Context: an optimization exercise on an open-source flow, tuned for small area. The choices shown serve that exercise and are no tape-out recipe. Function was checked by simulation only, so behaviour that the tests miss may differ from the original. Power is estimated from default activity; no workload was simulated.

== red ==
Design parking, start of the top module:
module parking(
    input clk,
    input sw,
    input rst,
    input come, place, stop_car,
    output reg full_switch,
    output [15:0] stop_place_num_light,
    input leave,
    input [3:0] outplace_carnum,
    output reg count_down, empty_switch,
    output [6:0] money,
    output reg [6:0] stop_time,
    output [127:0] car_leave_light,
    input [3:0] keyboard_val,
    input pay,
    input empty, change,
    input [3:0] initial_money,
    input [2:0] per_money,
    input [3:0] place_number,
    output [119:0] information_light,
    output [55:0] pay_light,
    input time_end,
    output reg allpay
);
    function [7:0] seg_u;
        input [3:0] d;
        begin
            seg_u[0] = (d[2] & ~d[1] & ~d[0]) | (~d[3] & ~d[2] & ~d[1] & d[0]);
            seg_u[1] = (d[2] & ~d[1] & d[0]) | (d[2] & d[1] & ~d[0]);
            seg_u[2] = (~d[2] & d[1] & ~d[0]);
            seg_u[3] = (d[2] & ~d[1] & ~d[0]) | (d[2] & d[1] & d[0]) | (~d[3] & ~d[2] & ~d[1] & d[0]);
            seg_u[4] = (d[0]) | (d[2] & ~d[1]);
            seg_u[5] = (d[1] & d[0]) | (~d[2] & d[1]) | (~d[3] & ~d[2] & d[0]);
            seg_u[6] = (d[2] & d[1] & d[0]) | (~d[3] & ~d[2] & ~d[1]);
            seg_u[7] = 1'b1;
        end
    endfunction
    function [7:0] seg_t;
  ...
export LEC_CHECK = 0
export ABC_AREA = 1
export CAP_MARGIN = 20
export CORE_MARGIN = 2
export CORE_UTILIZATION = 40
export CTS_BUF_LIST = sky130_fd_sc_hd__clkbuf_8
export CTS_CLUSTER_DIAMETER = 80
export CTS_CLUSTER_SIZE = 16
export SLEW_MARGIN = 20
create_clock -name core_clock -period 20.0 [get_ports {clk}]
standard.sh (not shown) runs the stock make flow with config.mk's settings and CLKGATE_MAP_FILE= SYNTH_SCRIPT=/design/flow/synth_recipe.tcl, a recipe that flattens the netlist after the stock synthesis.
==> flow/flow/run.sh <==
#!/bin/bash
# The standard layout with two changes:
#  - synthesis maps the logic with flow/abc_area.script instead of ORFS's ABC script (same
#    synthesis otherwise, so the registers are the standard synthesis's);
#  - the port buffers are the smallest buffer cell.
set -euo pipefail
work=$PWD
# ORFS's synth.tcl, with abc given our script
sed 's|^source \$::env(SCRIPTS_DIR)/synth_preamble.tcl$|&\nset abc_args [lreplace $abc_args 1 1 '"$work"'/flow/abc_area.script]|' \
    "$FLOW_HOME/scripts/synth.tcl" > "$work/synth_abc.tcl"
grep -q "flow/abc_area.script" "$work/synth_abc.tcl"
# The standard flow's synthesis script, sourcing that copy
sed 's|\$::env(SCRIPTS_DIR)/synth.tcl|'"$work"'/synth_abc.tcl|' synth_recipe.tcl > "$work/synth_recipe_abc.tcl"
grep -q "synth_abc.tcl" "$work/synth_recipe_abc.tcl"
sed 's|synth_recipe.tcl|synth_recipe_abc.tcl|' standard.sh > standard_abc.sh
grep -q "synth_recipe_abc.tcl" standard_abc.sh
bash standard_abc.sh BUFFER_PORTS_ARGS="-buffer_cell sky130_fd_sc_hd__buf_1" > standard.log 2>&1
==> flow/flow/abc_area.script <==
strash; &get -n; &deepsyn -T 20; &put; strash; &get -n; &dch -f; &nf -R 1000; &put; topo; stime -c
In summary, red completed successfully, with a layout that passed the timing, design-rule and antenna checks.
Here is what was changed in the inputs of blue compared with red.
Settings: a change of CORE_UTILIZATION from 40 to 75.
diff --git a/flow/flow/run.sh b/flow/flow/run.sh
--- a/flow/flow/run.sh
+++ b/flow/flow/run.sh
@@ -3,5 +3,6 @@
 #  - synthesis maps the logic with flow/abc_area.script instead of ORFS's ABC script (same
 #    synthesis otherwise, so the registers are the standard synthesis's);
-#  - the port buffers are the smallest buffer cell.
+#  - the port buffers are the smallest buffer cell;
+#  - the constant outputs share the tie cell synthesis gives them (no repair_tie_fanout).
 set -euo pipefail
 work=$PWD
@@ -15,3 +16,3 @@
 sed 's|synth_recipe.tcl|synth_recipe_abc.tcl|' standard.sh > standard_abc.sh
 grep -q "synth_recipe_abc.tcl" standard_abc.sh
-bash standard_abc.sh BUFFER_PORTS_ARGS="-buffer_cell sky130_fd_sc_hd__buf_1" > standard.log 2>&1
+bash standard_abc.sh BUFFER_PORTS_ARGS="-buffer_cell sky130_fd_sc_hd__buf_1" SKIP_REPAIR_TIE_FANOUT=1 > standard.log 2>&1
blue — worst hold slack 0.011 ns higher, red as reference
For multi-input gate area in the final layout, dividing the value from blue by the value from red gives 0.949.
blue vs. red: sequential share of cell area went up by 1.5 points.
Compared with red, blue shows a higher global-route usage.
Compared with red, blue shows core region area lower by about 50%.
blue vs. red: utilization rose by 34 points; routed wire length fell by about 3%; flop-to-flop setup slack rose by 0.06 ns; setup slack fell by 0.11 ns.
Delta (blue minus red): portion of the clock cycle consumed by the worst path in the final layout +0.56 points; area growth from synthesis to layout down 4.8 points.
The inputs of green differ from those of blue as listed below.
Settings: a change of CORE_UTILIZATION from 75 to 40.
==> flow/flow/run.sh <==
#!/bin/bash
# The standard layout, with the port buffers made from the smallest buffer cell.
set -euo pipefail
bash standard.sh BUFFER_PORTS_ARGS="-buffer_cell sky130_fd_sc_hd__buf_1" > standard.log 2>&1
removed: flow/flow/abc_area.script
### Flow results
- Xor and xnor area share after synthesis (lower): green
- Looking at overall die area across green and blue, the one that comes out lower is blue.
- Sort green and blue by part of the total power dissipated in the clock network desc -> top: blue
- Per the comparison of green with blue, maximum net fanout on the critical path fell by 4, adder and majority gate portion of the synthesized area fell by 1.0 points.
- First-pass GRT wire length: green vs blue up about 20%


Setup of run 1:
parking again, from the RTL that the note above started with.
// parking
module parking(
    input clk,
    input sw,
    input rst,
    input come, place, stop_car,
    output reg full_switch,
    output [15:0] stop_place_num_light,
    input leave,
    input [3:0] outplace_carnum,
    output reg count_down, empty_switch,
    output [6:0] money,
    output reg [6:0] stop_time,
    output [127:0] car_leave_light,
    input [3:0] keyboard_val,
    input pay,
    input empty, change,
    input [3:0] initial_money,
    input [2:0] per_money,
    input [3:0] place_number,
    output [119:0] information_light,
    output [55:0] pay_light,
    input time_end,
    output reg allpay
);
Settings: LEC_CHECK=0, ABC_AREA=1, CAP_MARGIN=20, CORE_MARGIN=2, CORE_UTILIZATION=40, CTS_BUF_LIST=sky130_fd_sc_hd__clkbuf_8, CTS_CLUSTER_DIAMETER=80, CTS_CLUSTER_SIZE=16, GPL_TIMING_DRIVEN=0, SLEW_MARGIN=20; clock period 20.0 ns.
==> flow/flow/run.sh <==
#!/bin/bash
# The standard layout with two changes:
#  - synthesis maps the logic with flow/abc_area.script instead of ORFS's ABC script (same
#    synthesis otherwise, so the registers are the standard synthesis's);
#  - the port buffers are the smallest buffer cell;
#  - the constant outputs share the tie cell synthesis gives them (no repair_tie_fanout).
set -euo pipefail
work=$PWD
# ORFS's synth.tcl, with abc given our script
sed 's|^source \$::env(SCRIPTS_DIR)/synth_preamble.tcl$|&\nset abc_args [lreplace $abc_args 1 1 '"$work"'/flow/abc_area.script]|' \
    "$FLOW_HOME/scripts/synth.tcl" > "$work/synth_abc.tcl"
grep -q "flow/abc_area.script" "$work/synth_abc.tcl"
# The standard flow's synthesis script, sourcing that copy
sed 's|\$::env(SCRIPTS_DIR)/synth.tcl|'"$work"'/synth_abc.tcl|' synth_recipe.tcl > "$work/synth_recipe_abc.tcl"
grep -q "synth_abc.tcl" "$work/synth_recipe_abc.tcl"
sed 's|synth_recipe.tcl|synth_recipe_abc.tcl|' standard.sh > standard_abc.sh
grep -q "synth_recipe_abc.tcl" standard_abc.sh
bash standard_abc.sh BUFFER_PORTS_ARGS="-buffer_cell sky130_fd_sc_hd__buf_1" SKIP_REPAIR_TIE_FANOUT=1 > standard.log 2>&1
==> flow/flow/abc_area.script <==
strash; &get -n; &deepsyn -T 20; &put; strash; &get -n; &dch -f; &nf -R 1000; &put; topo; stime -c
No stage failed in run 1, and the final checks on the layout all came back clean.
Setup changes, run 1 to run 2
- GPL_TIMING_DRIVEN: 0 -> unset
- CORE_UTILIZATION: 40 -> 60
==> notes.md <==
- According to the power report, total power for run 2 is lower than for run 1.
- Taking run 1 as 1.0, run 2 lands at 0.842 on cell count.
- Compared with run 1, run 2 ends up with a smaller final cell area.
- As far as number of diodes goes, run 2 and run 1 are indistinguishable; the numbers are identical.
- Against run 1, run 2 comes in 8.9 points higher on global-route usage.
- Side by side, latest clock arrival within the worst-skew pair turned out lower in run 2 than in run 1.
Input changes introduced in run 3 (baseline for comparison: run 2):
- CORE_UTILIZATION now 40, was 60
==> flow/flow/abc_area.script <==
strash; &get -n; &deepsyn -J 50; &put; strash; &get -n; &dch -f; &nf -R 1000; &put; topo; stime -c
Diff run 2 -> run 3: pin count of the biggest net entering global routing was more or less identical; part of the cycle the worst path needs saw an increase. Run 3 has wire length on met1 above what run 2 had.
Here is what was changed in the inputs of run 4 compared with run 3.
- CTS_CLUSTER_SIZE now 20, was 16
- CTS_CLUSTER_DIAMETER now 60, was 80
==> flow/flow/abc_area.script <==
strash; &get -n; &deepsyn -T 20; &put; strash; &get -n; &dch -f; &nf -R 1000; &put; topo; stime -c
Findings:
Taking run 3 over run 4, the total power consumption of the routed design ratio works out to 0.931. Re pin slew with the least headroom to its limit: run 3 and run 4 aren't equal, and the higher value belongs to run 4. Switching power share of the total: higher on run 4. Wire length ended up about 0.8% higher on run 4 than on run 3. Run 4 against run 3: post-route standard cell area excluding fillers shows an increase of 1.1%; global-route usage closely matched the old numbers; utilization after layout went up 0.45 points. Sort run 3 and run 4 by fraction of area in multi-input gates, ascending, and run 4 comes first. Of run 4 and run 3, it is run 4 that has the lower combinational share of power. ~same setup slack after layout in run 3 and run 4.

-- port drivers added, routing unchanged --
In the flow no input, the clock included, has a driving cell. The finished layouts below were timed again as built, in two steps.
Step 1 (the two cells are an assumption about what drives the block):
set clk [get_ports {clk}]
set_driving_cell -lib_cell sky130_fd_sc_hd__clkbuf_16 $clk
set_driving_cell -lib_cell sky130_fd_sc_hd__buf_2 [delete_from_list [all_inputs] $clk]
Step 2 times the ports against the registers' clock, not the clock port: input delays grow and output delays shrink by t, the midpoint of the rising clock arrivals with the driver on.
Slacks: ideal / step 1 / step 2; pairs: ideal / step 1.
run	t, ns	slack for setup (ns)	clock arrival spread, ns	worst data-port slew with drivers (ns)
red	0.554	10.432 / 10.438 / 9.884	0.016 / 0.015	0.06
blue	0.542	10.319 / 10.310 / 9.768	0.021 / 0.022	0.07
green	0.566	10.504 / 10.527 / 9.961	0.018 / 0.018	0.06
run 1	0.572	10.177 / 10.172 / 9.600	0.032 / 0.032	0.08
run 2	0.554	10.591 / 10.577 / 10.023	0.017 / 0.017	0.07
run 3	0.549	10.505 / 10.493 / 9.943	0.031 / 0.031	0.08
run 4	0.579	10.506 / 10.497 / 9.918	0.029 / 0.029	0.07
After both steps setup and hold are still met in every run listed. For run 4, which loses most, drivers alone change the setup slack by -0.009 ns; drivers and shift together by -0.588 ns.
